Context: an optimization exercise on an open-source flow, tuned for a short achievable clock period and few clock cycles. The choices shown serve that exercise and are no tape-out recipe. Function was checked by simulation only, so behaviour that the tests miss may differ from the original. Power is estimated from default activity; no workload was simulated.

===== design/flow/design.v =====
`timescale 1ns / 1ps
module rat_6_arch(
    input [7:0]IN_PORT,
    input CLK,
    output IO_STRB,
    input RESET,
    output [7:0]PORT_ID,
    output [7:0]OUT_PORT,
    output [9:0]PROG_ADDR,
    input [17:0]PROG_IR
    );
    logic [9:0]       pc;         
    logic             dv;         
    logic [31:0][7:0] rf;         
    logic             C, Z;       
    logic       e_wr;             
    logic [4:0] e_rd;
    logic [7:0] e_a, e_b;         
    logic [7:0] e_bs;             
    logic       e_arith, e_sub, e_cin;    
    logic       e_and, e_or, e_xor, e_movb, e_in;
    logic       e_lsl, e_lsr, e_rol, e_ror, e_asr;
    logic       e_ldc, e_ldz, e_clc, e_sec;
    logic       w_wr;
    logic [4:0] w_rd;
    logic [7:0] w_q;
    logic       strb_q;
    logic [7:0] port_q, out_q;
    assign PROG_ADDR = pc;
    assign IO_STRB   = strb_q;
    assign PORT_ID   = port_q;
    assign OUT_PORT  = out_q;
    logic [7:0] w;                
    logic       co, x8o, zl;      
    rat_alu alu (
        .a(e_a), .b(e_b), .bs(e_bs), .C(C), .in_port(IN_PORT),
        .arith(e_arith), .sub(e_sub), .cin(e_cin),
        .f_and(e_and), .f_or(e_or), .f_xor(e_xor), .movb(e_movb), .f_in(e_in),
        .lsl(e_lsl), .lsr(e_lsr), .rol(e_rol), .ror(e_ror), .asr(e_asr),
        .w(w), .co(co), .x8o(x8o), .zl(zl));
    always_ff @(posedge CLK) begin
        w_wr <= e_wr;
        w_rd <= e_rd;
        w_q  <= w;
        for (int i = 0; i < 32; i++)
            if (w_wr && w_rd == i) rf[i] <= w_q;
    end
    logic [4:0] hi;
    logic [1:0] lo;
    logic [4:0] rx, ry;
    logic [7:0] imm;
    assign hi  = PROG_IR[17:13];
    assign lo  = PROG_IR[1:0];
    assign rx  = PROG_IR[12:8];
    assign ry  = PROG_IR[7:3];
    assign imm = PROG_IR[7:0];
    logic rr_lg, rr_ar, rr_cmp, rr_mov;
    logic im, im_lg, im_ar, im_cmp, im_mov, im_in, im_out;
    logic [2:0] f;                
    logic sh, sh_lsl, sh_lsr, sh_rol, sh_ror, sh_asr;
    logic br_n, br_eq, br_ne, br_cs, br_cc;
    logic op_clc, op_sec;
    logic alu2, is_cmp, is_mov, inv_b;
    always_comb begin
        im     = hi[4];
        rr_lg  = (hi == 5'b00000);
        rr_ar  = (hi == 5'b00001);
        rr_cmp = (hi == 5'b00010) & (lo == 2'b00);
        rr_mov = (hi == 5'b00010) & (lo == 2'b01);
        im_lg  = (hi[4:2] == 3'b100);
        im_ar  = (hi[4:2] == 3'b101);
        im_cmp = (hi == 5'b11000);
        im_in  = (hi == 5'b11001);
        im_out = (hi == 5'b11010);
        im_mov = (hi == 5'b11011);
        f      = im ? hi[2:0] : {hi[0], lo};
        alu2   = rr_lg | rr_ar | im_lg | im_ar;
        is_cmp = rr_cmp | im_cmp;
        is_mov = rr_mov | im_mov;
        sh_lsl = (hi == 5'b01000) & (lo == 2'b00);
        sh_lsr = (hi == 5'b01000) & (lo == 2'b01);
        sh_rol = (hi == 5'b01000) & (lo == 2'b10);
        sh_ror = (hi == 5'b01000) & (lo == 2'b11);
        sh_asr = (hi == 5'b01001) & (lo == 2'b00);
        sh     = sh_lsl | sh_lsr | sh_rol | sh_ror | sh_asr;
        br_n   = (hi == 5'b00100) & (lo == 2'b00);
        br_eq  = (hi == 5'b00100) & (lo == 2'b10);
        br_ne  = (hi == 5'b00100) & (lo == 2'b11);
        br_cs  = (hi == 5'b00101) & (lo == 2'b00);
        br_cc  = (hi == 5'b00101) & (lo == 2'b01);
        op_clc = (hi == 5'b01100) & (lo == 2'b00);
        op_sec = (hi == 5'b01100) & (lo == 2'b01);
        inv_b  = (alu2 & f[2] & f[1]) | is_cmp;    
    end
    logic [7:0] a_rf, b_rf, a_nx, b_nx, bs_nx;
    logic       efx, efy;
    logic       wfx, wfy;
    rat_rdport rpa (.rf(rf), .adr(rx), .q(a_rf));
    rat_rdport rpb (.rf(rf), .adr(ry), .q(b_rf));
    always_comb begin
        efx = e_wr && (e_rd == rx);
        efy = e_wr && (e_rd == ry) && !im;
        wfx = w_wr && (w_rd == rx);
        wfy = w_wr && (w_rd == ry);
    end
    rat_bypass bpa (.sel_w(efx), .w(w), .sel_i(1'b0), .i(8'h00), .sel_q(wfx), .wq(w_q),
                    .r(a_rf), .inv(1'b0), .q(a_nx), .qs());
    rat_bypass bpb (.sel_w(efy), .w(w), .sel_i(im), .i(imm), .sel_q(wfy), .wq(w_q),
                    .r(b_rf), .inv(inv_b), .q(b_nx), .qs(bs_nx));
    logic [9:0] pc_nx, pc_inc;
    logic       dv_nx, c_nx, z_nx, cin_nx;
    assign pc_inc = pc + 10'd1;
    rat_brsel brs (
        .reset(RESET), .dv(dv),
        .br_n(br_n), .br_eq(br_eq), .br_ne(br_ne), .br_cs(br_cs), .br_cc(br_cc),
        .C(C), .Z(Z), .ldc(e_ldc), .ldz(e_ldz), .clc(e_clc), .sec(e_sec),
        .arith(e_arith), .sub(e_sub), .co(co), .x8o(x8o), .zl(zl),
        .cin1((alu2 & f[2] & f[1] & ~f[0]) | is_cmp),      
        .cinc(alu2 & f[2] & ~f[1] & f[0]),                 
        .cinn(alu2 & f[2] & f[1] & f[0]),                  
        .tgt(PROG_IR[12:3]), .inc(pc_inc),
        .pc_nx(pc_nx), .dv_nx(dv_nx), .c_nx(c_nx), .z_nx(z_nx), .cin_nx(cin_nx));
    always_ff @(posedge CLK) begin
        pc <= pc_nx;
        dv <= dv_nx;
        C  <= c_nx;
        Z  <= z_nx;
        e_cin <= cin_nx;
    end
    always_ff @(posedge CLK) begin
        e_a  <= a_nx;
        e_b  <= b_nx;
        e_bs <= bs_nx;
        e_rd <= rx;
        e_arith <= (alu2 & f[2]) | is_cmp;
        e_sub   <= inv_b;
        e_and   <= alu2 & (f == 3'b000 || f == 3'b011);
        e_or    <= alu2 & (f == 3'b001);
        e_xor   <= alu2 & (f == 3'b010);
        e_movb  <= is_mov;
        e_in    <= im_in;
        e_lsl   <= sh_lsl;
        e_lsr   <= sh_lsr;
        e_rol   <= sh_rol;
        e_ror   <= sh_ror;
        e_asr   <= sh_asr;
        if (RESET || !dv) begin
            e_wr  <= 1'b0;
            e_ldc <= 1'b0;
            e_ldz <= 1'b0;
            e_clc <= 1'b0;
            e_sec <= 1'b0;
        end else begin
            e_wr  <= (alu2 & (f != 3'b011)) | is_mov | im_in | sh;
            e_ldc <= alu2 | is_cmp | sh;
            e_ldz <= alu2 | is_cmp | sh;
            e_clc <= op_clc;
            e_sec <= op_sec;
        end
    end
    always_ff @(posedge CLK) begin
        strb_q <= ~RESET & dv & im_out;
        port_q <= imm;
        out_q  <= a_nx;
    end
endmodule
module rat_rdport (
    input  [31:0][7:0] rf,
    input  [4:0]       adr,
    output [7:0]       q
    );
    logic [3:0] s0;
    logic [7:0] s1;
    logic [7:0][7:0] grp;
    always_comb begin
        for (int j = 0; j < 4; j++) s0[j] = (adr[1:0] == j);
        for (int j = 0; j < 8; j++) s1[j] = (adr[4:2] == j);
    end
    for (genvar gi = 0; gi < 8; gi++) begin : g4
        rat_sel4 s4 (.d0(rf[4*gi]), .d1(rf[4*gi+1]), .d2(rf[4*gi+2]), .d3(rf[4*gi+3]),
                     .s(s0), .q(grp[gi]));
    end
    rat_sel8 s8 (.d(grp), .s(s1), .q(q));
endmodule
module rat_sel4 (
    input  [7:0] d0, d1, d2, d3,
    input  [3:0] s,
    output [7:0] q
    );
    assign q = ({8{s[0]}} & d0) | ({8{s[1]}} & d1) | ({8{s[2]}} & d2) | ({8{s[3]}} & d3);
endmodule
module rat_sel8 (
    input  [7:0][7:0] d,
    input  [7:0]      s,
    output logic [7:0] q
    );
    always_comb begin
        q = 8'h00;
        for (int j = 0; j < 8; j++) q = q | ({8{s[j]}} & d[j]);
    end
endmodule
module rat_bypass (
    input              sel_w,
    input  [7:0]       w,
    input              sel_i,
    input  [7:0]       i,
    input              sel_q,
    input  [7:0]       wq,
    input  [7:0]       r,
    input              inv,
    output [7:0]       q,
    output [7:0]       qs
    );
    logic [7:0] o, o_s, rs;
    logic       sel_o;
    rat_opmux om (.sel_w(sel_w), .w(w), .sel_i(sel_i), .i(i), .sel_q(sel_q), .wq(wq),
                  .inv(inv), .q(o), .qs(o_s), .sel(sel_o));
    rat_xor #(8) xr (.a(r), .b({8{inv}}), .y(rs));
    rat_mux2 m0 (.s(sel_o), .d1(o), .d0(r), .q(q));
    rat_mux2 m1 (.s(sel_o), .d1(o_s), .d0(rs), .q(qs));
endmodule
module rat_opmux (
    input              sel_w,
    input  [7:0]       w,
    input              sel_i,
    input  [7:0]       i,
    input              sel_q,
    input  [7:0]       wq,
    input              inv,
    output logic [7:0] q,
    output logic [7:0] qs,
    output logic       sel
    );
    always_comb begin
        q   = sel_i ? i : sel_w ? w : wq;
        qs  = q ^ {8{inv}};
        sel = sel_i | sel_w | sel_q;
    end
endmodule
module rat_mux2 (
    input        s,
    input  [7:0] d1,
    input  [7:0] d0,
    output [7:0] q
    );
    assign q = s ? d1 : d0;
endmodule
module rat_brsel (
    input              reset,
    input              dv,
    input              br_n, br_eq, br_ne, br_cs, br_cc,
    input              C, Z,
    input              ldc, ldz, clc, sec,
    input              arith, sub, co, x8o, zl,
    input              cin1, cinc, cinn,        
    input  [9:0]       tgt,
    input  [9:0]       inc,
    output [9:0]       pc_nx,
    output             dv_nx,
    output             c_nx,
    output             z_nx,
    output             cin_nx
    );
    logic       c1, c0, z1, z0, tc1, tc0, tz1, tz0, tz, k1, k0, d1, d0;
    logic [9:0] tgt_r, inc_r, pa1, pa0, pb;
    always_comb begin
        c1 = ~clc & (sec | (ldc ? (arith ? ~sub : x8o) : C));
        c0 = ~clc & (sec | (ldc ? (arith ?  sub : x8o) : C));
        z1 = ldz | Z;
        z0 = ~ldz & Z;
        tc1 = dv & ((br_cs & c1) | (br_cc & ~c1));
        tc0 = dv & ((br_cs & c0) | (br_cc & ~c0));
        tz1 = dv & (br_n | (br_eq & z1) | (br_ne & ~z1));
        tz0 = dv & (br_n | (br_eq & z0) | (br_ne & ~z0));
        k1 = cin1 | (cinc & c1) | (cinn & ~c1);
        k0 = cin1 | (cinc & c0) | (cinn & ~c0);
        d1 = ~reset & ~tc1;
        d0 = ~reset & ~tc0;
        tgt_r = reset ? 10'd0 : tgt;
        inc_r = reset ? 10'd0 : inc;
        pa1 = tc1 ? tgt_r : inc_r;
        pa0 = tc0 ? tgt_r : inc_r;
    end
    rat_mux #(1)  mc (.s(co), .d1(c1), .d0(c0), .q(c_nx));
    rat_mux #(1)  mz (.s(zl), .d1(z1), .d0(z0), .q(z_nx));
    rat_mux #(1)  mk (.s(co), .d1(k1), .d0(k0), .q(cin_nx));
    rat_mux #(1)  mt (.s(zl), .d1(tz1), .d0(tz0), .q(tz));
    rat_mux #(10) mp (.s(co), .d1(pa1), .d0(pa0), .q(pb));
    rat_mux #(10) mq (.s(tz), .d1(tgt_r), .d0(pb), .q(pc_nx));
    rat_dvsel     md (.tz(tz), .co(co), .d1(d1), .d0(d0), .reset(reset), .q(dv_nx));
endmodule
module rat_dvsel (
    input  tz, co, d1, d0, reset,
    output q
    );
    assign q = ~tz & (co ? d1 : d0) & ~reset;
endmodule
module rat_mux #(parameter int W = 1) (
    input          s,
    input  [W-1:0] d1,
    input  [W-1:0] d0,
    output [W-1:0] q
    );
    assign q = s ? d1 : d0;
endmodule
module rat_alu (
    input  [7:0]       a, b, bs,
    input              C,
    input  [7:0]       in_port,
    input              arith, sub, cin,
    input              f_and, f_or, f_xor, movb, f_in,
    input              lsl, lsr, rol, ror, asr,
    output [7:0]       w,
    output logic       co,       
    output logic       x8o,      
    output logic       zl        
    );
    logic       za;
    logic [7:0] p, g, k, sum, zt, zt_b, wo;
    logic [8:0] cy;
    logic       zo, xo;
    assign g = a & bs;
    assign k = a | bs;
    rat_xor #(8) x_p (.a(a), .b(bs), .y(p));
    rat_carry    cc  (.p(p), .g(g), .cin(cin), .cy(cy));
    rat_xor #(8) x_s (.a(p), .b(cy[7:0]), .y(sum));
    assign zt_b = ~{k[6:0], cin};
    rat_xor #(8) x_z (.a(p), .b(zt_b), .y(zt));
    rat_wother   wot (.a(a), .b(b), .p(p), .g(g), .k(k), .C(C), .in_port(in_port),
                      .f_and(f_and), .f_or(f_or), .f_xor(f_xor), .movb(movb), .f_in(f_in),
                      .lsl(lsl), .lsr(lsr), .rol(rol), .ror(ror), .asr(asr),
                      .w(wo), .x8(xo), .zx(zo));
    rat_wsel     wse (.arith(arith), .sum(sum), .wo(wo), .w(w));
    always_comb begin
        co = cy[8];
        za = arith & (&zt) & (sub ? k[7] : ~k[7]);
        x8o = xo;
        zl = za | zo;
    end
endmodule
module rat_carry (
    input  [7:0]       p, g,
    input              cin,
    output logic [8:0] cy
    );
    logic [7:0] g1, p1, g2, p2, gg, pp;
    always_comb begin
        for (int i = 0; i < 8; i++) begin
            g1[i] = (i >= 1) ? (g[i] | (p[i] & g[i-1])) : g[i];
            p1[i] = (i >= 1) ? (p[i] & p[i-1]) : p[i];
        end
        for (int i = 0; i < 8; i++) begin
            g2[i] = (i >= 2) ? (g1[i] | (p1[i] & g1[i-2])) : g1[i];
            p2[i] = (i >= 2) ? (p1[i] & p1[i-2]) : p1[i];
        end
        for (int i = 0; i < 8; i++) begin
            gg[i] = (i >= 4) ? (g2[i] | (p2[i] & g2[i-4])) : g2[i];
            pp[i] = (i >= 4) ? (p2[i] & p2[i-4]) : p2[i];
        end
        cy[0] = cin;
        for (int i = 0; i < 8; i++) cy[i+1] = gg[i] | (pp[i] & cin);
    end
endmodule
module rat_wother (
    input  [7:0]       a, b, p, g, k,
    input              C,
    input  [7:0]       in_port,
    input              f_and, f_or, f_xor, movb, f_in,
    input              lsl, lsr, rol, ror, asr,
    output logic [7:0] w,
    output logic       x8,
    output logic       zx
    );
    always_comb begin
        w  = ({8{f_and}} & g)
           | ({8{f_or}}  & k)
           | ({8{f_xor}} & p)
           | ({8{movb}}  & b)
           | ({8{f_in}}  & in_port)
           | ({8{lsl}}   & {a[6:0], C})
           | ({8{lsr}}   & {C, a[7:1]})
           | ({8{rol}}   & {a[6:0], a[7]})
           | ({8{ror}}   & {a[0], a[7:1]})
           | ({8{asr}}   & {a[7], a[7:1]});
        x8 = (lsl & a[7])
           | ((lsr | ror | asr) & a[0])
           | (rol & a[7]);
        zx = (f_and & (g == 8'h00))
           | (f_or  & (k == 8'h00))
           | (f_xor & (p == 8'h00))
           | ((lsl | lsr) & (a == 8'h00) & ~C)
           | ((rol | ror | asr) & (a == 8'h00));
    end
endmodule
module rat_wsel (
    input        arith,
    input  [7:0] sum,
    input  [7:0] wo,
    output [7:0] w
    );
    assign w = ({8{arith}} & sum) | wo;
endmodule
module rat_xor #(parameter int W = 8) (
    input  [W-1:0] a,
    input  [W-1:0] b,
    output [W-1:0] y
    );
    assign y = a ^ b;
endmodule

===== design/flow/run.sh =====
#!/bin/bash
# synth_recipe.tcl (not shown) runs the flow's synth.tcl, then flattens the netlist and writes it again
# the make line also repeats each setting of config.mk as NAME=value (left out here)
make -C /OpenROAD-flow-scripts/flow DESIGN_CONFIG=/design/flow/config.mk WORK_HOME=/design/flow/orfs CLKGATE_MAP_FILE= SYNTH_SCRIPT=/design/flow/synth_recipe.tcl finish

===== design/flow/config.mk =====
export PLATFORM = sky130hd
export DESIGN_NAME = rat_6_arch
export DESIGN_NICKNAME = rat_6_arch
export VERILOG_FILES = /design/flow/design.v
export SDC_FILE = /design/flow/constraint.sdc
export NUM_CORES = 4
export LEC_CHECK = 0
export ABC_CLOCK_PERIOD_IN_PS = 1500
export CAP_MARGIN = 20
export CORE_MARGIN = 2
export CORE_UTILIZATION = 40
export SETUP_SLACK_MARGIN = 4
export SLEW_MARGIN = 20
export SYNTH_HIERARCHICAL = 1
export SYNTH_MINIMUM_KEEP_SIZE = 0

===== design/flow/constraint.sdc =====
create_clock -name core_clock -period 6.0 [get_ports {CLK}]
set_input_delay 1.2000 -clock core_clock [delete_from_list [all_inputs] [get_ports {CLK}]]
set_output_delay 1.2000 -clock core_clock [all_outputs]
set_load 0.01 [all_outputs]

==> results of run 1 <==
==> through the flow <==
stage / hold WS [ps] / utilization, % / worst slack, ps
after global routing: 428.9 / 52.09 / 3195
after detailed placement: 365.7 / 41.98 / 1433
after global placement: 373.4 / 41.90 / 1489
after CTS: 400.1 / 50.82 / 3404
final: 414.9 / 52.09 / 3269
after floorplan: 345.0 / - / 3064
==> state kept, by name, indices dropped and copies added (netlist names), 8 cells and up <==
register,flops
w_q,8
e_b,8
rf,256
e_bs,8
port_q,8
e_a,8
pc,10
==> area by class of cell <==
type | count | area [sq um]
clock buffers | 50 | 1028
clock inverters | 20 | 171.4
well taps | 592 | 740.7
multi-input cells | 996 | 8771
inverters | 25 | 96.34
repair buffers | 238 | 2867
fillers | 3682 | 21230
flip-flops and latches | 338 | 9410
diodes | 1 | 2.502
==> metal layers <==
metal  global-route usage (%)  vias up  routed length (microns)
li1                         -     5971                        -
met1                    32.36     7018                    24540
met2                    41.76      740                    29400
met3                    6.133      199                     5402
met4                    12.40        0                     3090
met5                        0        -                        0
==> worst min-delay path by stage <==
stage	slack, ps	from	depth (start not counted)	endpoint
4_1_cts	400	e_rd[0]	0	w_rd[0]
3_3_place_gp	370	e_wr	0	w_wr
3_5_place_dp	370	e_wr	0	w_wr
5_1_grt	430	e_rd[3]	0	w_rd[3]
2_1_floorplan	350	e_wr	0	w_wr
6_report	410	e_rd[3]	0	w_rd[3]
==> placed cells by master, fill, tap and decap left out, drive strengths merged, types with 3 or more instances in the layout <==
cell / n
xnor2: 13
mux2: 50
buf: 221
inv: 28
clkdlybuf4s50: 5
nand2b: 29
clkbuf: 55
a22oi: 324
a21oi: 6
a32oi: 3
nor4: 10
a21o: 12
nand3: 15
or3: 5
o21bai: 3
conb: 16
nor3b: 9
xor2: 56
nand3b: 3
o21ai: 24
edfxtp: 256
or2: 12
dfxtp: 82
mux2i: 40
nand2: 171
and3b: 6
nor4b: 4
nand4: 27
and2: 15
nor3: 23
a211oi: 3
nor2b: 11
a211o: 3
bufbuf: 3
a222oi: 13
clkinv: 14
and3: 8
nor2: 55
==> repair_timing <==
action	CTS	global route
gates resized for setup	534	73
gates cloned	25	5
endpoints found under the setup margin	285	261
buffers inserted	110	18
pin swaps	126	79
==> power breakdown <==
| part | total (mW) | internal (mW) | switching (mW) |
|---|---|---|---|
| logic | 1.34 | 0.613 | 0.730 |
| registers | 2.85 | 2.69 | 0.162 |
| clock network | 2.29 | 1.31 | 0.985 |
| total | 6.48 | 4.60 | 1.88 |
==> flow_summary.toml, run 1 <==
[outcome]
status = "timing/DRC/antenna clean"

[sta]
worst_slew_pin_slew_ps = 1018
finClkSkew_ps = 21.00
hold_viol = 0
finalSetupViolCount = 0
drv_slew = 0
fmax_mhz = 366.2
layout_min_cycle_time_ps = 2731
rsz0062_at_grt = "true"
tns_ps = 0
max-slew-margin-rel_pct = 31.85
period_share_pct = 45.51

[worst_setup_path]
cp-end-kind = "flip-flop"
worstPathArrival_ps = 3180
cpPeakStageDelay_ps = 330
critPathKind = "input pin to flip-flop"
cp_slowest_cell = "nor4b_4"
regToRegStartpoint = "e_a[0]"
required_ps = 6450
critPathLaunch = "PROG_IR[4]"
path_buf_inv = 4
cp.depth = 11
r2r_cells = 11
reg2reg_slack_ps = 3440
r2r_end = "e_bs[6]"
path_delay_family = "buffers and inverters"
cp-endpoint = "e_bs[4]"
cp-start-kind = "input pin"
path_cells = "buf_16, buf_12, xnor2_4, nand4_1, nor4b_4, buf_4, clkbuf_16, mux2i_1, o21ai_1, xor2_1, mux2_4"
cp_max_fo = 7

[die]
rows = 77
die_area_sq_mm = 0.04674
start_util_pct = 40.64
coreArea_sq_mm = 0.04432
die_h_microns = 216.2
die_w_microns = 216.2
num_io_pins = 55

[placed_design]
gp_congestion = 0.9095
io_buffers = 54
place_hpwl_mm = 35.22
dpl.cell_count = 2031
placed_cell_area_sq_mm = 0.01861

[final_layout]
final_nets = 1666
layout.cells.non_filler = 2260
stdcell_area_sq_mm = 0.02309
drive_gt1_share_pct = 42.95
area_growth_syn_to_layout_pct = 28.18

[global_routing]
antenna_found_initial = 1
grt_max_degree = 35
grt_pass1_wl_mm = 89.84
grt-ovfl-total = 0
track_usage_pct = 25.75
grt_pass1_vias = 13710

[route]
first_iter_violations = 1682
vias = 13930
wl_mm = 62.43
ant_nets = 0
first_pass_iters = 10
viasPerCell = 6.163
drc = 0
wl_per_cell_microns = 27.62

[synth]
synth-warning-count = 14
synthCells = 1456
synth_area_sq_mm = 0.01801
syn_area_per_cell_sq_um = 12.37

[cts]
htree_levels = 2
cts_buffers = 38
cts-root-buf = "clkbuf_16"
cts_tree = "done"
path_clk_slew_ps = 60
clkLatencyLatePin_ps = 570
cts_sinks = 338
clockBufferDepth = 3
cts_hold_buffers = 0

[power_and_ir_drop]
p_leak_nw = 8.356
powerDensity_mw_per_mm2 = 280.8
p_total_mw = 6.482
irDropWorstVdd_mv = 0.2248

[flow_run]
max_cap_viol_count = 0

[worst_hold_path]
hp-class = "flip-flop to flip-flop"
Testbench counts, summed over its fixed seeds: cycles 11,731.
==> inputs of run 2 (changes only) <==
--- a/design/flow/design.v
+++ b/design/flow/design.v
@@ -15,8 +15,8 @@
     logic             C, Z;       
     logic       e_wr;             
     logic [4:0] e_rd;
-    logic [7:0] e_a, e_b;         
-    logic [7:0] e_bs;             
+    logic [7:0] e_an, e_bn;       
+    logic [7:0] e_bsn;            
     logic       e_arith, e_sub, e_cin;    
     logic       e_and, e_or, e_xor, e_movb, e_in;
     logic       e_lsl, e_lsr, e_rol, e_ror, e_asr;
@@ -25,15 +25,15 @@
     logic [4:0] w_rd;
     logic [7:0] w_q;
     logic       strb_q;
-    logic [7:0] port_q, out_q;
+    logic [7:0] port_q, out_qn;
     assign PROG_ADDR = pc;
     assign IO_STRB   = strb_q;
     assign PORT_ID   = port_q;
-    assign OUT_PORT  = out_q;
+    assign OUT_PORT  = ~out_qn;
     logic [7:0] w;                
     logic       co, x8o, zl;      
     rat_alu alu (
-        .a(e_a), .b(e_b), .bs(e_bs), .C(C), .in_port(IN_PORT),
+        .an(e_an), .bn(e_bn), .bsn(e_bsn), .C(C), .in_port(IN_PORT),
         .arith(e_arith), .sub(e_sub), .cin(e_cin),
         .f_and(e_and), .f_or(e_or), .f_xor(e_xor), .movb(e_movb), .f_in(e_in),
         .lsl(e_lsl), .lsr(e_lsr), .rol(e_rol), .ror(e_ror), .asr(e_asr),
@@ -58,7 +58,6 @@
     logic im, im_lg, im_ar, im_cmp, im_mov, im_in, im_out;
     logic [2:0] f;                
     logic sh, sh_lsl, sh_lsr, sh_rol, sh_ror, sh_asr;
-    logic br_n, br_eq, br_ne, br_cs, br_cc;
     logic op_clc, op_sec;
     logic alu2, is_cmp, is_mov, inv_b;
     always_comb begin
@@ -83,36 +82,28 @@
         sh_ror = (hi == 5'b01000) & (lo == 2'b11);
         sh_asr = (hi == 5'b01001) & (lo == 2'b00);
         sh     = sh_lsl | sh_lsr | sh_rol | sh_ror | sh_asr;
-        br_n   = (hi == 5'b00100) & (lo == 2'b00);
-        br_eq  = (hi == 5'b00100) & (lo == 2'b10);
-        br_ne  = (hi == 5'b00100) & (lo == 2'b11);
-        br_cs  = (hi == 5'b00101) & (lo == 2'b00);
-        br_cc  = (hi == 5'b00101) & (lo == 2'b01);
         op_clc = (hi == 5'b01100) & (lo == 2'b00);
         op_sec = (hi == 5'b01100) & (lo == 2'b01);
         inv_b  = (alu2 & f[2] & f[1]) | is_cmp;    
     end
-    logic [7:0] a_rf, b_rf, a_nx, b_nx, bs_nx;
+    logic [7:0] a_rf, b_rf, a_nxn, b_nxn, bs_nxn;
     logic       efx, efy;
     logic       wfx, wfy;
     rat_rdport rpa (.rf(rf), .adr(rx), .q(a_rf));
     rat_rdport rpb (.rf(rf), .adr(ry), .q(b_rf));
-    always_comb begin
-        efx = e_wr && (e_rd == rx);
-        efy = e_wr && (e_rd == ry) && !im;
-        wfx = w_wr && (w_rd == rx);
-        wfy = w_wr && (w_rd == ry);
-    end
-    rat_bypass bpa (.sel_w(efx), .w(w), .sel_i(1'b0), .i(8'h00), .sel_q(wfx), .wq(w_q),
-                    .r(a_rf), .inv(1'b0), .q(a_nx), .qs());
-    rat_bypass bpb (.sel_w(efy), .w(w), .sel_i(im), .i(imm), .sel_q(wfy), .wq(w_q),
-                    .r(b_rf), .inv(inv_b), .q(b_nx), .qs(bs_nx));
+    logic       sox, soy;
+    rat_fwd fwd (.rx(rx), .ry(ry), .hi4(hi[4]), .e_wr(e_wr), .e_rd(e_rd), .w_wr(w_wr), .w_rd(w_rd),
+                 .efx(efx), .efy(efy), .wfx(wfx), .wfy(wfy), .sox(sox), .soy(soy));
+    rat_bypass bpa (.sel_w(efx), .w(w), .sel_i(1'b0), .i(8'h00), .sel_q(wfx), .wq(w_q), .sel_o(sox),
+                    .r(a_rf), .inv(1'b0), .qn(a_nxn), .qsn());
+    rat_bypass bpb (.sel_w(efy), .w(w), .sel_i(im), .i(imm), .sel_q(wfy), .wq(w_q), .sel_o(soy),
+                    .r(b_rf), .inv(inv_b), .qn(b_nxn), .qsn(bs_nxn));
     logic [9:0] pc_nx, pc_inc;
     logic       dv_nx, c_nx, z_nx, cin_nx;
     assign pc_inc = pc + 10'd1;
     rat_brsel brs (
         .reset(RESET), .dv(dv),
-        .br_n(br_n), .br_eq(br_eq), .br_ne(br_ne), .br_cs(br_cs), .br_cc(br_cc),
+        .hi(hi), .lo(lo),
         .C(C), .Z(Z), .ldc(e_ldc), .ldz(e_ldz), .clc(e_clc), .sec(e_sec),
         .arith(e_arith), .sub(e_sub), .co(co), .x8o(x8o), .zl(zl),
         .cin1((alu2 & f[2] & f[1] & ~f[0]) | is_cmp),      
@@ -128,9 +119,9 @@
         e_cin <= cin_nx;
     end
     always_ff @(posedge CLK) begin
-        e_a  <= a_nx;
-        e_b  <= b_nx;
-        e_bs <= bs_nx;
+        e_an  <= a_nxn;
+        e_bn  <= b_nxn;
+        e_bsn <= bs_nxn;
         e_rd <= rx;
         e_arith <= (alu2 & f[2]) | is_cmp;
         e_sub   <= inv_b;
@@ -161,7 +152,7 @@
     always_ff @(posedge CLK) begin
         strb_q <= ~RESET & dv & im_out;
         port_q <= imm;
-        out_q  <= a_nx;
+        out_qn <= a_nxn;
     end
 endmodule
 module rat_rdport (
@@ -171,16 +162,16 @@
     );
     logic [3:0] s0;
     logic [7:0] s1;
-    logic [7:0][7:0] grp;
+    logic [3:0][7:0] grp;
     always_comb begin
         for (int j = 0; j < 4; j++) s0[j] = (adr[1:0] == j);
         for (int j = 0; j < 8; j++) s1[j] = (adr[4:2] == j);
     end
-    for (genvar gi = 0; gi < 8; gi++) begin : g4
-        rat_sel4 s4 (.d0(rf[4*gi]), .d1(rf[4*gi+1]), .d2(rf[4*gi+2]), .d3(rf[4*gi+3]),
-                     .s(s0), .q(grp[gi]));
+    for (genvar l = 0; l < 4; l++) begin : g8
+        rat_sel8 s8 (.d({rf[28+l], rf[24+l], rf[20+l], rf[16+l], rf[12+l], rf[8+l], rf[4+l], rf[l]}),
+                     .s(s1), .q(grp[l]));
     end
-    rat_sel8 s8 (.d(grp), .s(s1), .q(q));
+    rat_sel4 s4 (.d0(grp[0]), .d1(grp[1]), .d2(grp[2]), .d3(grp[3]), .s(s0), .q(q));
 endmodule
 module rat_sel4 (
     input  [7:0] d0, d1, d2, d3,
@@ -199,6 +190,24 @@
         for (int j = 0; j < 8; j++) q = q | ({8{s[j]}} & d[j]);
     end
 endmodule
+module rat_fwd (
+    input  [4:0] rx, ry,
+    input        hi4,             
+    input        e_wr,
+    input  [4:0] e_rd,
+    input        w_wr,
+    input  [4:0] w_rd,
+    output logic efx, efy, wfx, wfy, sox, soy
+    );
+    always_comb begin
+        efx = e_wr && (e_rd == rx);
+        efy = e_wr && (e_rd == ry) && !hi4;
+        wfx = w_wr && (w_rd == rx);
+        wfy = w_wr && (w_rd == ry);
+        sox = efx | wfx;
+        soy = efy | wfy | hi4;
+    end
+endmodule
 module rat_bypass (
     input              sel_w,
     input  [7:0]       w,
@@ -206,18 +215,18 @@
     input  [7:0]       i,
     input              sel_q,
     input  [7:0]       wq,
+    input              sel_o,    
     input  [7:0]       r,
     input              inv,
-    output [7:0]       q,
-    output [7:0]       qs
+    output [7:0]       qn,       
+    output [7:0]       qsn       
     );
     logic [7:0] o, o_s, rs;
-    logic       sel_o;
     rat_opmux om (.sel_w(sel_w), .w(w), .sel_i(sel_i), .i(i), .sel_q(sel_q), .wq(wq),
-                  .inv(inv), .q(o), .qs(o_s), .sel(sel_o));
+                  .inv(inv), .q(o), .qs(o_s));
     rat_xor #(8) xr (.a(r), .b({8{inv}}), .y(rs));
-    rat_mux2 m0 (.s(sel_o), .d1(o), .d0(r), .q(q));
-    rat_mux2 m1 (.s(sel_o), .d1(o_s), .d0(rs), .q(qs));
+    rat_mux2n m1 (.s(sel_o), .d1(o), .d0(r), .q(qn));
+    rat_mux2n m2 (.s(sel_o), .d1(o_s), .d0(rs), .q(qsn));
 endmodule
 module rat_opmux (
     input              sel_w,
@@ -228,15 +237,21 @@
     input  [7:0]       wq,
     input              inv,
     output logic [7:0] q,
-    output logic [7:0] qs,
-    output logic       sel
+    output logic [7:0] qs
     );
     always_comb begin
         q   = sel_i ? i : sel_w ? w : wq;
         qs  = q ^ {8{inv}};
-        sel = sel_i | sel_w | sel_q;
     end
 endmodule
+module rat_mux2n (
+    input        s,
+    input  [7:0] d1,
+    input  [7:0] d0,
+    output [7:0] q
+    );
+    assign q = ~(s ? d1 : d0);
+endmodule
 module rat_mux2 (
     input        s,
     input  [7:0] d1,
@@ -248,7 +263,8 @@
 module rat_brsel (
     input              reset,
     input              dv,
-    input              br_n, br_eq, br_ne, br_cs, br_cc,
+    input  [4:0]       hi,
+    input  [1:0]       lo,
     input              C, Z,
     input              ldc, ldz, clc, sec,
     input              arith, sub, co, x8o, zl,
@@ -263,7 +279,13 @@
     );
     logic       c1, c0, z1, z0, tc1, tc0, tz1, tz0, tz, k1, k0, d1, d0;
     logic [9:0] tgt_r, inc_r, pa1, pa0, pb;
+    logic       br_n, br_eq, br_ne, br_cs, br_cc;
     always_comb begin
+        br_n   = (hi == 5'b00100) & (lo == 2'b00);
+        br_eq  = (hi == 5'b00100) & (lo == 2'b10);
+        br_ne  = (hi == 5'b00100) & (lo == 2'b11);
+        br_cs  = (hi == 5'b00101) & (lo == 2'b00);
+        br_cc  = (hi == 5'b00101) & (lo == 2'b01);
         c1 = ~clc & (sec | (ldc ? (arith ? ~sub : x8o) : C));
         c0 = ~clc & (sec | (ldc ? (arith ?  sub : x8o) : C));
         z1 = ldz | Z;
@@ -304,7 +326,7 @@
     assign q = s ? d1 : d0;
 endmodule
 module rat_alu (
-    input  [7:0]       a, b, bs,
+    input  [7:0]       an, bn, bsn,      
     input              C,
     input  [7:0]       in_port,
     input              arith, sub, cin,
@@ -316,12 +338,14 @@
     output logic       zl        
     );
     logic       za;
-    logic [7:0] p, g, k, sum, zt, zt_b, wo;
+    logic [7:0] a, b, p, g, k, sum, zt, zt_b, wo;
     logic [8:0] cy;
     logic       zo, xo;
-    assign g = a & bs;
-    assign k = a | bs;
-    rat_xor #(8) x_p (.a(a), .b(bs), .y(p));
+    assign a = ~an;
+    assign b = ~bn;
+    assign g = ~(an | bsn);
+    assign k = ~(an & bsn);
+    rat_xor #(8) x_p (.a(an), .b(bsn), .y(p));
     rat_carry    cc  (.p(p), .g(g), .cin(cin), .cy(cy));
     rat_xor #(8) x_s (.a(p), .b(cy[7:0]), .y(sum));
     assign zt_b = ~{k[6:0], cin};
==> run 2 against run 1 <==
Net effect: cell count is 5.8% lower; setup slack gained 240 ps; worst hold slack improved by 12 ps; sequential cell count is the same; largest cell class unchanged; largest power group unchanged.
==> flow_summary.toml, run 2 <==
[outcome]
status = "timing/DRC/antenna clean"

[worst_setup_path]
cpMostUsedCell = "buf_12"
cp-end-kind = "flip-flop"
worstPathArrival_ps = 2960
cp_slowest_cell = "a22oi_2"
critPathKind = "input pin to flip-flop"
path_cells = "buf_16, nor3b_4, buf_12, buf_12, a22oi_1, nand4_1, a22oi_2, nand2_2, xor2_1, mux2i_1"
cp-start-kind = "input pin"
required_ps = 6470
cp_max_fo = 8
cpPeakStageDelay_ps = 360

[placed_design]
gp_congestion = 0.9244
placed_cell_area_sq_mm = 0.01767
dp_slack_ps = 1686
io_buffers = 54
place_hpwl_mm = 32.86
dpl.cell_count = 1883

[sta]
layout_min_cycle_time_ps = 2492
worst_slew_pin_slew_ps = 750.5
rsz0062_at_grt = "true"
max-slew-margin-rel_pct = 49.97
fmax_mhz = 401.3
finClkSkew_ps = 18.95
drv_slew = 0
period_share_pct = 41.53
tns_ps = 0
setup_ws_ps = 3508
hold_viol = 0
finalSetupViolCount = 0

[final_layout]
area_growth_syn_to_layout_pct = 31.64
layout.cells.non_filler = 2129
final_nets = 1590
layout_commonest_cell = "edfxtp_1"
reg_top3 = "rf: 256 flops, pc: 10 flops"
drive_gt1_share_pct = 40.53
final_cell_mix = "edfxtp_1, a22oi_1, a22oi_2"
largest_reg_flops = 256
stdcell_area_sq_mm = 0.02245
regMostFlops = "rf"

[cts]
clockBufferDepth = 3
htree_levels = 2
cts_buffers = 37
clkLatencyLatePin_ps = 540
cts_sinks = 338
cts-root-buf = "clkbuf_16"
cts_tree = "done"
path_clk_slew_ps = 60

[power_and_ir_drop]
power_frac_seq_pct = 43.0
irDropWorstVdd_mv = 0.1558
p_sw_share_pct = 27.97
p_total_mw = 6.485
p_leak_nw = 8.071
powerDensity_mw_per_mm2 = 288.9
power_frac_clock_pct = 36.5
p_int_mw = 4.671
combPwrFrac_pct = 20.6
p_sw_mw = 1.813

[route]
drc = 0
ant_nets = 0
first_pass_iters = 8
wl_mm = 61.86
vias = 13770
wl_per_cell_microns = 29.05
first_iter_violations = 1954
viasPerCell = 6.468

[die]
die_h_microns = 210.5
die_w_microns = 210.5
start_util_pct = 40.56
rows = 75
die_area_sq_mm = 0.04430
num_io_pins = 55
coreArea_sq_mm = 0.04204

[synth]
synth_area_sq_mm = 0.01705
synth-warning-count = 15
syn_area_per_cell_sq_um = 12.49
synthCells = 1365

[global_routing]
grt_pass1_wl_mm = 87.82
antenna_found_initial = 1
track_usage_pct = 26.83
grt_max_degree = 35
grt_pass1_vias = 13310
grt-ovfl-total = 0

[flow_run]
max_cap_viol_count = 0

[worst_hold_path]
hp-class = "flip-flop to flip-flop"
## run 2: layout make-up
type	instances	area, sq um
fill	3389	19590
sequential	338	9410
multi-input combinational	906	8085
timing repair buffer	230	2849
clock buffer	42	944.7
tap	539	674.4
clock inverter	25	296.5
inverter	48	185.2
antenna	1	2.502
## run 2: repair_timing
action | in CTS | in global routing
endpoints found under the setup margin | 292 | 219
gates resized for setup | 520 | 140
cloned | 35 | 4
pin swaps | 113 | 102
hold buffers | 0 | 0
setup buffers | 80 | 59
## run 2: worst max-delay path: cells and delay by family
| family | cells | cell delay, ps |
|---|---|---|
| xor+xnor | 1 | 150 |
| buf+inv | 3 | 410 |
| mux | 1 | 130 |
| simple gates | 3 | 530 |
| compound gates | 2 | 520 |
## run 2: power by group through the flow
| stage | Combinational (mW) | Sequential (mW) | Clock (mW) |
|---|---|---|---|
| 6_report | 1.33 | 2.79 | 2.36 |
| 2_1_floorplan | 0.584 | 2.82 | 0 |
| 4_1_cts | 1.14 | 2.78 | 2.38 |
| 3_5_place_dp | 0.896 | 2.81 | 0 |
| 5_1_grt | 1.39 | 2.79 | 2.48 |
| 3_3_place_gp | 0.881 | 2.81 | 0 |
## run 2: per-stage QoR
step | hold WS, ps | utilization [%]
after floorplan | 336.1 | -
after global routing | 436.7 | 53.39
after CTS | 418.7 | 50.65
after global placement | 352.4 | 42.04
final | 427.1 | 53.40
after detailed placement | 352.5 | 42.04
## run 2: worst paths after layout
path                                 start        to  slack, ps  cells after the start
worst max-delay path            PROG_IR[7]  e_bsn[2]       3510                     10
worst max register to register       e_lsr     pc[4]       3550                      9
worst min register to register     e_rd[1]   w_rd[1]        430                      0
worst min-delay path               e_rd[1]   w_rd[1]        430                      0
## run 2: per-layer routing
metal | wire length, microns | vias to the layer above | track usage, % | share of wire, %
li1 | - | 5772 | - | -
met1 | 23200 | 6793 | 35.15 | 38
met2 | 27780 | 995 | 41.77 | 45
met3 | 6992 | 211 | 5.334 | 11
met4 | 3887 | 0 | 15.15 | 6.3
met5 | 0 | - | 0 | 0
Testbench counts of run 2, summed over its fixed seeds: cycles 11,731.
==> inputs of run 3 (changes only) <==
--- a/design/flow/config.mk
+++ b/design/flow/config.mk
@@ -9,6 +9,8 @@
 export CAP_MARGIN = 20
 export CORE_MARGIN = 2
 export CORE_UTILIZATION = 40
+export GPL_ROUTABILITY_DRIVEN = 0
+export PLACE_DENSITY = 0.7
 export SETUP_SLACK_MARGIN = 4
 export SLEW_MARGIN = 20
 export SYNTH_HIERARCHICAL = 1
==> run 3 against run 2 <==
Net effect: sequential power is essentially flat; die area is the same; clock skew shrank 1.3 ps; critical path depth grew 1; power shrank 2.2%; non-clock buffer count shrank 54; register-to-register slack lost 90 ps; final area shrank 5.3%; sequential cell count is the same; critical path type unchanged; largest power group unchanged.
==> flow_summary.toml, run 3 <==
[outcome]
status = "timing/DRC/antenna clean"

[sta]
worst_slew_pin_slew_ps = 789.7
finalSetupViolCount = 0
layout_min_cycle_time_ps = 2535
max-slew-margin-rel_pct = 47.35
fmax_mhz = 394.5
tns_ps = 0
hold_viol = 0
finClkSkew_ps = 17.67
rsz0062_at_grt = "true"
drv_slew = 0
period_share_pct = 42.25

[synth]
synthCells = 1365
synth_area_sq_mm = 0.01705
synth-warning-count = 15
syn_area_per_cell_sq_um = 12.49

[final_layout]
final_nets = 1535
reg_top3 = "rf: 256 flops, pc: 10 flops"
largest_reg_flops = 256
area_growth_syn_to_layout_pct = 24.60
layout.cells.non_filler = 2074
drive_gt1_share_pct = 35.50
utilization_pct = 50.54
final_cell_mix = "edfxtp_1, a22oi_1, a22oi_2"
layout_commonest_cell = "edfxtp_1"
antenna_cells = 0
regMostFlops = "rf"

[worst_setup_path]
r2r_cells = 12
cp-endpoint = "e_bsn[7]"
path_buf_inv = 4
cp-end-kind = "flip-flop"
path_cells = "buf_12, buf_12, xnor2_2, nand4_1, nor4b_4, buf_4, buf_6, mux2i_1, o21ai_2, xor2_1, mux2i_1"
reg2reg_slack_ps = 3460
path_delay_family = "buffers and inverters"
regToRegStartpoint = "e_an[0]"
required_ps = 6460
cp-start-kind = "input pin"
cpPeakStageDelay_ps = 290
cp_slowest_cell = "nor4b_4"
worstPathArrival_ps = 2990
cp_max_fo = 5
critPathLaunch = "PROG_IR[7]"
critPathKind = "input pin to flip-flop"
cp.depth = 11
r2r_end = "e_bsn[6]"

[route]
ant_nets = 0
wl_mm = 56.56
first_iter_violations = 2315
first_pass_iters = 9
wl_per_cell_microns = 27.27
viasPerCell = 6.546
drc = 0
vias = 13580

[placed_design]
dpl.cell_count = 1882
place_hpwl_mm = 31.95
io_buffers = 54

[die]
die_h_microns = 210.5
die_area_sq_mm = 0.04430
start_util_pct = 40.56
coreArea_sq_mm = 0.04204
num_io_pins = 55
die_w_microns = 210.5
rows = 75

[cts]
cts-root-buf = "clkbuf_16"
path_clk_slew_ps = 60
cts_sinks = 338
htree_levels = 2
clkLatencyLatePin_ps = 540
cts_tree = "done"
cts_buffers = 37
clockBufferDepth = 3
cts_hold_buffers = 0

[worst_hold_path]
hp-class = "flip-flop to flip-flop"
holdPathStages = 0

[power_and_ir_drop]
p_leak_nw = 7.559
irDropWorstVdd_mv = 0.1840
powerDensity_mw_per_mm2 = 298.6

[global_routing]
grt_max_degree = 35
grt_pass1_vias = 12950
grt-ovfl-total = 0
antenna_found_initial = 1
grt_pass1_wl_mm = 81.28
track_usage_pct = 24.39

[flow_run]
max_cap_viol_count = 0
run 3: cell types whose count changed in the layout (fill, tap and decap cells not counted), moves of 13 or more:
cell,before,now
a22oi_1,170,212
a22oi_2,122,80
buf_12,35,20
buf_16,16,3
buf_4,96,79
buf_6,55,41
run 3: cell type report:
type                    instances  area [sq um]
clock buffers                  44         973.4
clock inverters                24         274.0
fillers                      3478         20790
inverters                      48         185.2
multi-input cells             905          7825
flip-flops and latches        338          9404
well taps                     539         674.4
repair buffers                176          1912
run 3: per-stage QoR:
stage / total power, mW / cell area (sq um) / hold slack, ps / worst slack (ps)
floorplan: 3.405 / 17270 / 336.1 / 3258
global placement: 3.667 / 17670 / 363.4 / 1683
detailed placement: 3.693 / 17670 / 370.4 / 1596
CTS: 6.248 / 20630 / 413.7 / 3540
global route: 6.514 / 21250 / 419.9 / 3356
finish: 6.344 / 21250 / 408.0 / 3465
run 3: worst min path at each step:
stage	end	from
global route	w_rd[4]	e_rd[4]
global placement	w_wr	e_wr
detailed placement	w_wr	e_wr
CTS	w_rd[4]	e_rd[4]
finish	w_rd[4]	e_rd[4]
floorplan	w_wr	e_wr
run 3: power by group:
group	switching (mW)	internal [mW]	leakage, nW
registers	0.114	2.67	3.04
logic	0.693	0.514	3.92
clock network	0.960	1.39	0.604
total	1.77	4.58	7.56
run 3: repair_timing:
item | 4_1_cts | 5_1_grt
endpoints found under the setup margin | 261 | 282
gates resized for setup | 465 | 87
buffers inserted | 76 | 21
cloned | 22 | 5
pin swaps | 67 | 36
run 3: per-layer routing:
layer	track usage, %	up-vias	wire (microns)
met4	11.17	0	2791
met3	5.676	187	7039
li1	-	5646	-
met1	32.18	6613	21210
met5	0	-	0
met2	38.27	1130	25510
==> inputs of run 4 (changes only) <==
--- a/design/flow/design.v
+++ b/design/flow/design.v
@@ -278,7 +278,7 @@
     output             cin_nx
     );
     logic       c1, c0, z1, z0, tc1, tc0, tz1, tz0, tz, k1, k0, d1, d0;
-    logic [9:0] tgt_r, inc_r, pa1, pa0, pb;
+    logic [9:0] tgt_r, inc_r;
     logic       br_n, br_eq, br_ne, br_cs, br_cc;
     always_comb begin
         br_n   = (hi == 5'b00100) & (lo == 2'b00);
@@ -300,22 +300,22 @@
         d0 = ~reset & ~tc0;
         tgt_r = reset ? 10'd0 : tgt;
         inc_r = reset ? 10'd0 : inc;
-        pa1 = tc1 ? tgt_r : inc_r;
-        pa0 = tc0 ? tgt_r : inc_r;
     end
     rat_mux #(1)  mc (.s(co), .d1(c1), .d0(c0), .q(c_nx));
     rat_mux #(1)  mz (.s(zl), .d1(z1), .d0(z0), .q(z_nx));
     rat_mux #(1)  mk (.s(co), .d1(k1), .d0(k0), .q(cin_nx));
     rat_mux #(1)  mt (.s(zl), .d1(tz1), .d0(tz0), .q(tz));
-    rat_mux #(10) mp (.s(co), .d1(pa1), .d0(pa0), .q(pb));
-    rat_mux #(10) mq (.s(tz), .d1(tgt_r), .d0(pb), .q(pc_nx));
-    rat_dvsel     md (.tz(tz), .co(co), .d1(d1), .d0(d0), .reset(reset), .q(dv_nx));
+    logic tc, take;
+    rat_mux #(1)  mtc (.s(co), .d1(tc1), .d0(tc0), .q(tc));
+    rat_or        mtk (.a(tz), .b(tc), .q(take));
+    rat_mux #(10) mq (.s(take), .d1(tgt_r), .d0(inc_r), .q(pc_nx));
+    assign dv_nx = ~take & ~reset;
 endmodule
-module rat_dvsel (
-    input  tz, co, d1, d0, reset,
+module rat_or (
+    input  a, b,
     output q
     );
-    assign q = ~tz & (co ? d1 : d0) & ~reset;
+    assign q = a | b;
 endmodule
 module rat_mux #(parameter int W = 1) (
     input          s,
--- a/design/flow/config.mk
+++ b/design/flow/config.mk
@@ -9,8 +9,6 @@
 export CAP_MARGIN = 20
 export CORE_MARGIN = 2
 export CORE_UTILIZATION = 40
-export GPL_ROUTABILITY_DRIVEN = 0
-export PLACE_DENSITY = 0.7
 export SETUP_SLACK_MARGIN = 4
 export SLEW_MARGIN = 20
 export SYNTH_HIERARCHICAL = 1
==> run 4 against run 3 <==
Net effect: synthesized cell count fell by 3.2%; cell count fell by 2.6%; utilization rose by 0.71 points; via count fell by 4.8%; count of clock-buffer cells in the layout rose by 3; routed wire length fell by 0.42%; combinational power fell by 8%; power fell by 2.5%; clock power barely moved; global-route usage rose by 0.83 points; maximum frequency fell by 4.2%; worst hold slack got worse by 23 ps; critical path type unchanged; critical endpoint is now e_bsn[5].
==> flow_summary.toml, run 4 <==
[cts]
cts_tree = "done"
cts-root-buf = "clkbuf_16"
cts_hold_buffers = 0
clockBufferDepth = 3
clkLatencyLatePin_ps = 540
cts_buffers = 38
htree_levels = 2
path_clk_slew_ps = 60
cts_sinks = 338

[die]
start_util_pct = 40.55
num_io_pins = 55
die_area_sq_mm = 0.04314
die_w_microns = 207.7
die_h_microns = 207.7
coreArea_sq_mm = 0.04092
rows = 74

[final_layout]
layout.cells.non_filler = 2021
area_growth_syn_to_layout_pct = 26.37
utilization_pct = 51.25
drive_gt1_share_pct = 36.94
final_cell_mix = "edfxtp_1, a22oi_1, a22oi_2"
largest_reg_flops = 256
final_nets = 1488
reg_top3 = "rf: 256 flops, pc: 10 flops"
layout_commonest_cell = "edfxtp_1"
antenna_cells = 0
regMostFlops = "rf"

[power_and_ir_drop]
p_leak_nw = 7.219
powerDensity_mw_per_mm2 = 295.0
irDropWorstVdd_mv = 0.2353

[global_routing]
track_usage_pct = 25.22
grt_max_degree = 40
antenna_found_initial = 1
grt-ovfl-total = 0
grt_pass1_wl_mm = 82.17
grt_pass1_vias = 12570

[worst_setup_path]
required_ps = 6450
cp-start-kind = "input pin"
cp_max_fo = 8
worstPathArrival_ps = 3100
critPathKind = "input pin to flip-flop"
cp-end-kind = "flip-flop"

[sta]
rsz0062_at_grt = "true"
finalSetupViolCount = 0
drv_slew = 0
period_share_pct = 44.10
fmax_mhz = 378.0
hold_viol = 0
max-slew-margin-rel_pct = 51.38
finClkSkew_ps = 27.08
worst_slew_pin_slew_ps = 726.7
layout_min_cycle_time_ps = 2646
tns_ps = 0

[route]
wl_per_cell_microns = 27.87
vias = 12920
first_pass_iters = 7
wl_mm = 56.32
viasPerCell = 6.393
ant_nets = 0
drc = 0
first_iter_violations = 1978

[synth]
syn_area_per_cell_sq_um = 12.55
synthCells = 1322
synth_area_sq_mm = 0.01660
synth-warning-count = 15

[placed_design]
io_buffers = 54
gp_congestion = 0.9159
place_hpwl_mm = 31.50
dpl.cell_count = 1838

[outcome]
status = "timing/DRC/antenna clean"

[flow_run]
max_cap_viol_count = 0

[worst_hold_path]
hp-class = "flip-flop to flip-flop"
[run 4: report_power, final]
part / internal, mW / switching, mW
clock: 1.37 / 0.953
sequential: 2.67 / 0.0835
combinational: 0.446 / 0.666
total: 4.48 / 1.70
[run 4: final timing paths]
| kind | startpoint | end | slack, ps | cells past startpoint |
|---|---|---|---|---|
| setup / recovery | PROG_IR[7] | e_bsn[5] | 3350 | 11 |
| setup reg to reg | e_an[5] | pc[9] | 3410 | 8 |
| hold / removal | e_wr | w_wr | 390 | 0 |
| hold reg to reg | e_wr | w_wr | 390 | 0 |
[run 4: critical path, stage by stage]
cell and delay, ps:
buf_12 110, buf_12 140, nor3b_4 160, buf_12 150, buf_12 140, a22oi_2 150
nand4_1 160, a22oi_2 390, nand2_2 150, xor2_1 190, mux2i_1 120
[run 4: layout make-up]
class,instances,area (sq um)
multi-input cells,872,7556
inverters,38,150.1
clock buffers,47,1039
flip-flops and latches,338,9400
well taps,532,665.6
clock inverters,23,211.5
fillers,3430,19950
repair buffers,171,1951
[run 4: timing repair]
action                     in CTS  in global routing
cloned                         26                  0
resized for setup             515                 93
pin swaps                     105                 42
setup endpoints to repair     284                192
setup buffers                  69                 18
[run 4: layer usage]
| metal | vias to the layer above | GRT usage, % | wire [microns] |
|---|---|---|---|
| met5 | - | 0 | 13 |
| met4 | 2 | 12.59 | 2958 |
| met3 | 205 | 5.340 | 6063 |
| met2 | 959 | 39.66 | 25620 |
| met1 | 6263 | 33.10 | 21670 |
| li1 | 5492 | - | - |
[run 4: stage by stage]
stage          worst slack (ps)  area, sq um  hold slack, ps  total power [mW]
4_1_cts                    3425        20520           386.4             6.122
3_3_place_gp               1812        17290           365.7             3.621
5_1_grt                    3345        20970           393.7             6.368
2_1_floorplan              3409        16800           336.1             3.346
3_5_place_dp               1793        17290           361.2             3.634
6_report                   3354        20970           385.1             6.186
Testbench counts of run 4, summed over its fixed seeds: cycles 11,731.
==> inputs of run 5 (changes only) <==
--- a/design/flow/design.v
+++ b/design/flow/design.v
@@ -98,9 +98,36 @@
                     .r(a_rf), .inv(1'b0), .qn(a_nxn), .qsn());
     rat_bypass bpb (.sel_w(efy), .w(w), .sel_i(im), .i(imm), .sel_q(wfy), .wq(w_q), .sel_o(soy),
                     .r(b_rf), .inv(inv_b), .qn(b_nxn), .qsn(bs_nxn));
-    logic [9:0] pc_nx, pc_inc;
-    logic       dv_nx, c_nx, z_nx, cin_nx;
+    logic [9:0] pc_nx, pc_inc, seq;
+    logic       dv_nx, c_nx, z_nx, cin_nx, take, hit, pr;
     assign pc_inc = pc + 10'd1;
+    logic       btb_v;
+    logic [9:0] btb_tag, btb_tgt;
+    logic       pred_d;             
+    logic [9:0] fall_d, addr_d;     
+    logic       u_take, u_pr;       
+    logic [9:0] u_addr, u_tgt;
+    assign hit = btb_v & (pc == btb_tag);
+    assign seq = hit ? btb_tgt : pc_inc;
+    assign pr  = dv & pred_d;
+    always_ff @(posedge CLK) begin
+        pred_d <= hit;
+        fall_d <= pc_inc;
+        addr_d <= pc;
+        u_take <= take;
+        u_pr   <= pr;
+        u_addr <= addr_d;
+        u_tgt  <= PROG_IR[12:3];
+        if (RESET) begin
+            btb_v <= 1'b0;
+        end else if (u_take & ~u_pr) begin
+            btb_v   <= 1'b1;
+            btb_tag <= u_addr;
+            btb_tgt <= u_tgt;
+        end else if (~u_take & u_pr) begin
+            btb_v <= 1'b0;
+        end
+    end
     rat_brsel brs (
         .reset(RESET), .dv(dv),
         .hi(hi), .lo(lo),
@@ -109,8 +136,8 @@
         .cin1((alu2 & f[2] & f[1] & ~f[0]) | is_cmp),      
         .cinc(alu2 & f[2] & ~f[1] & f[0]),                 
         .cinn(alu2 & f[2] & f[1] & f[0]),                  
-        .tgt(PROG_IR[12:3]), .inc(pc_inc),
-        .pc_nx(pc_nx), .dv_nx(dv_nx), .c_nx(c_nx), .z_nx(z_nx), .cin_nx(cin_nx));
+        .tgt(PROG_IR[12:3]), .seq(seq), .fall(fall_d), .pr(pr),
+        .pc_nx(pc_nx), .dv_nx(dv_nx), .take(take), .c_nx(c_nx), .z_nx(z_nx), .cin_nx(cin_nx));
     always_ff @(posedge CLK) begin
         pc <= pc_nx;
         dv <= dv_nx;
@@ -270,15 +297,18 @@
     input              arith, sub, co, x8o, zl,
     input              cin1, cinc, cinn,        
     input  [9:0]       tgt,
-    input  [9:0]       inc,
+    input  [9:0]       seq,                     
+    input  [9:0]       fall,                    
+    input              pr,                      
     output [9:0]       pc_nx,
     output             dv_nx,
+    output             take,
     output             c_nx,
     output             z_nx,
     output             cin_nx
     );
-    logic       c1, c0, z1, z0, tc1, tc0, tz1, tz0, tz, k1, k0, d1, d0;
-    logic [9:0] tgt_r, inc_r;
+    logic       c1, c0, z1, z0, tc1, tc0, tz1, tz0, tz, k1, k0, d1, d0, prr, nprr, tc;
+    logic [9:0] tgt_r, seq_r, fall_r, pt, pn;
     logic       br_n, br_eq, br_ne, br_cs, br_cc;
     always_comb begin
         br_n   = (hi == 5'b00100) & (lo == 2'b00);
@@ -296,20 +326,24 @@
         tz0 = dv & (br_n | (br_eq & z0) | (br_ne & ~z0));
         k1 = cin1 | (cinc & c1) | (cinn & ~c1);
         k0 = cin1 | (cinc & c0) | (cinn & ~c0);
-        d1 = ~reset & ~tc1;
-        d0 = ~reset & ~tc0;
-        tgt_r = reset ? 10'd0 : tgt;
-        inc_r = reset ? 10'd0 : inc;
+        prr  = ~reset & pr;
+        nprr = ~reset & ~pr;
+        d1 = tc1 ? prr : nprr;
+        d0 = tc0 ? prr : nprr;
+        tgt_r  = reset ? 10'd0 : tgt;
+        seq_r  = reset ? 10'd0 : seq;
+        fall_r = reset ? 10'd0 : fall;
+        pt = pr ? seq_r : tgt_r;        
+        pn = pr ? fall_r : seq_r;       
     end
     rat_mux #(1)  mc (.s(co), .d1(c1), .d0(c0), .q(c_nx));
     rat_mux #(1)  mz (.s(zl), .d1(z1), .d0(z0), .q(z_nx));
     rat_mux #(1)  mk (.s(co), .d1(k1), .d0(k0), .q(cin_nx));
     rat_mux #(1)  mt (.s(zl), .d1(tz1), .d0(tz0), .q(tz));
-    logic tc, take;
     rat_mux #(1)  mtc (.s(co), .d1(tc1), .d0(tc0), .q(tc));
     rat_or        mtk (.a(tz), .b(tc), .q(take));
-    rat_mux #(10) mq (.s(take), .d1(tgt_r), .d0(inc_r), .q(pc_nx));
-    assign dv_nx = ~take & ~reset;
+    rat_mux #(10) mq (.s(take), .d1(pt), .d0(pn), .q(pc_nx));
+    rat_mux #(1)  md (.s(take), .d1(prr), .d0(nprr), .q(dv_nx));
 endmodule
 module rat_or (
     input  a, b,
==> run 5 against run 4 <==
Net effect: still clean on timing, DRC and antenna; critical path depth down 3; cell count up 12%; area after synthesis up 11%; setup slack better by 79 ps; highest routed layer is now met4.
==> flow_summary.toml, run 5 <==
[route]
ant_nets = 0
dr_wl_met3_mm = 7.510
first_pass_iters = 8
wirelength_met1_mm = 24.42
first_iter_violations = 2070
vias = 14390
wl_mm = 64.66
drc = 0
wl_per_cell_microns = 28.50
dr_wl_met2_mm = 28.64
highest_layer = "met4"
viasPerCell = 6.342

[placed_design]
gp_congestion = 0.8731
io_buffers = 54
place_hpwl_mm = 33.87
dpl.cell_count = 2022

[global_routing]
grt_pass1_vias = 13750
track_usage_pct = 26.39
antenna_found_initial = 0
grt-ovfl-total = 0
grt_pass1_wl_mm = 92.44
grt_max_degree = 40

[worst_setup_path]
worstPathArrival_ps = 3010
cp-end-kind = "flip-flop"
cpPeakStageDelay_ps = 500
cp_slowest_cell = "or4_4"
cpMostUsedCell = "mux2_4"
path_buf_inv = 1
path_delay_family = "simple AND/OR/NAND/NOR gates"
cp-start-kind = "flip-flop"
cp_max_fo = 6
required_ps = 6440
path_cells = "inv_2, or4_4, a211o_1, nand4_1, a21o_1, mux2_4, or2_4, mux2_4"
critPathKind = "flip-flop to flip-flop"

[final_layout]
fillers = 3697
antenna_cells = 0
largest_reg_flops = 256
regMostFlops = "rf"
final_nets = 1668
final_cell_mix = "edfxtp_1, a22oi_1, a22oi_2"
layout.cells.non_filler = 2269
area_growth_syn_to_layout_pct = 30.58
layout_commonest_cell = "edfxtp_1"
drive_gt1_share_pct = 37.69
utilization_pct = 52.82

[sta]
hold_ws_ps = 321.2
finalSetupViolCount = 0
tns_ps = 0
finClkSkew_ps = 23.61
worst_slew_pin_slew_ps = 771.4
fmax_mhz = 389.5
max-slew-margin-rel_pct = 48.34
rsz0062_at_grt = "true"
hold_viol = 0
layout_min_cycle_time_ps = 2567
drv_slew = 0
period_share_pct = 42.79

[cts]
path_clk_slew_ps = 60
clkLatencyLatePin_ps = 570
cts_sinks = 392
cts-root-buf = "clkbuf_16"
cts_buffers = 42
htree_levels = 2
cts_hold_buffers = 0
cts_tree = "done"
clockBufferDepth = 3

[die]
die_area_sq_mm = 0.04762
start_util_pct = 40.45
die_h_microns = 218.2
die_w_microns = 218.2
coreArea_sq_mm = 0.04538
rows = 78
num_io_pins = 55

[outcome]
status = "timing/DRC/antenna clean"

[synth]
synth_area_sq_mm = 0.01836
syn_area_per_cell_sq_um = 12.74
synth-warning-count = 15
synthCells = 1441

[power_and_ir_drop]
p_total_mw = 6.980
irDropWorstVdd_mv = 0.2100
p_leak_nw = 8.326
powerDensity_mw_per_mm2 = 291.2

[worst_hold_path]
hp-class = "flip-flop to flip-flop"

[flow_run]
max_cap_viol_count = 0
run 5: worst paths after layout:
check | startpoint | end | slack (ps) | depth (start not counted)
worst max-delay path | e_an[2] | pc[2] | 3430 | 8
worst min-delay path | addr_d[9] | u_addr[9] | 320 | 0
worst max register to register | e_an[2] | pc[2] | 3430 | 8
worst min register to register | addr_d[9] | u_addr[9] | 320 | 0
run 5: timing repair:
item / in CTS / in global routing
cloned: 32 / 3
buffers inserted: 83 / 54
resized for setup: 554 / 95
setup endpoints to repair: 331 / 266
pin swaps: 108 / 84
run 5: cell type report:
type / count / area [sq um] / share of cell area, %
Clock buffer: 57 / 1169 / 4.876
Clock inverter: 18 / 150.1 / 0.6264
Inverter: 38 / 160.2 / 0.6682
Multi-Input combinational cell: 933 / 8202 / 34.22
Sequential cell: 392 / 10700 / 44.66
Tap cell: 600 / 750.7 / 3.132
Timing Repair Buffer: 231 / 2833 / 11.82
run 5: power breakdown:
| group | total, mW | internal [mW] | switching [mW] |
|---|---|---|---|
| Sequential | 3.17 | 3.07 | 0.102 |
| Combinational | 1.27 | 0.538 | 0.735 |
| Clock | 2.53 | 1.45 | 1.08 |
| Total | 6.98 | 5.06 | 1.92 |
run 5: worst reg2reg max path: stages, from the launching register on:
cell	delay [ps]
dfxtp_4	390
inv_2	70
or4_4	500
a211o_1	280
nand4_1	80
a21o_1	140
mux2_4	350
or2_4	340
mux2_4	320
run 5: per-layer routing:
metal,track usage (%),vias up
li1,-,6026
met1,34.67,7030
met2,40.60,1065
met3,6.347,269
met4,13.54,0
met5,0,-
run 5: per-stage QoR:
stage / worst slack [ps] / area, sq um
finish: 3433 / 23970
global route: 3373 / 23970
floorplan: 3319 / 18670
global placement: 1736 / 19190
detailed placement: 1661 / 19190
CTS: 3425 / 22960
Testbench counts of run 5, summed over its fixed seeds: cycles 11,492.

[what the ideal ports hide]
The results above use ideal ports. As a check the final layouts listed here were re-extracted and re-timed, cells and wires unchanged.
Step 1 sets driving cells, clkbuf_16 on the clock port and buf_2 on the other inputs (assumed; they add their load-dependent delay and slew).
Step 2, shift: input delay + t, output delay - t, t = (earliest + latest rising clock arrival at the registers) / 2. This alone moves slack from input paths to output paths.
Three values: ideal, step 1, step 2; two values: the first two.
run	shift t [ns]	slack for setup (ns)	worst register clock-pin slew, ns
run 1	0.609	3.269 / 3.258 / 2.649	0.06 / 0.06
run 2	0.588	3.508 / 3.396 / 2.808	0.07 / 0.07
run 3	0.589	3.465 / 3.417 / 2.827	0.06 / 0.06
run 4	0.579	3.354 / 3.358 / 2.779	0.07 / 0.07
run 5	0.617	3.433 / 3.398 / 2.790	0.07 / 0.07
After both steps every run listed still meets setup and hold. For run 2, which loses most, drivers alone change the setup slack by -0.112 ns; drivers and shift together by -0.700 ns.
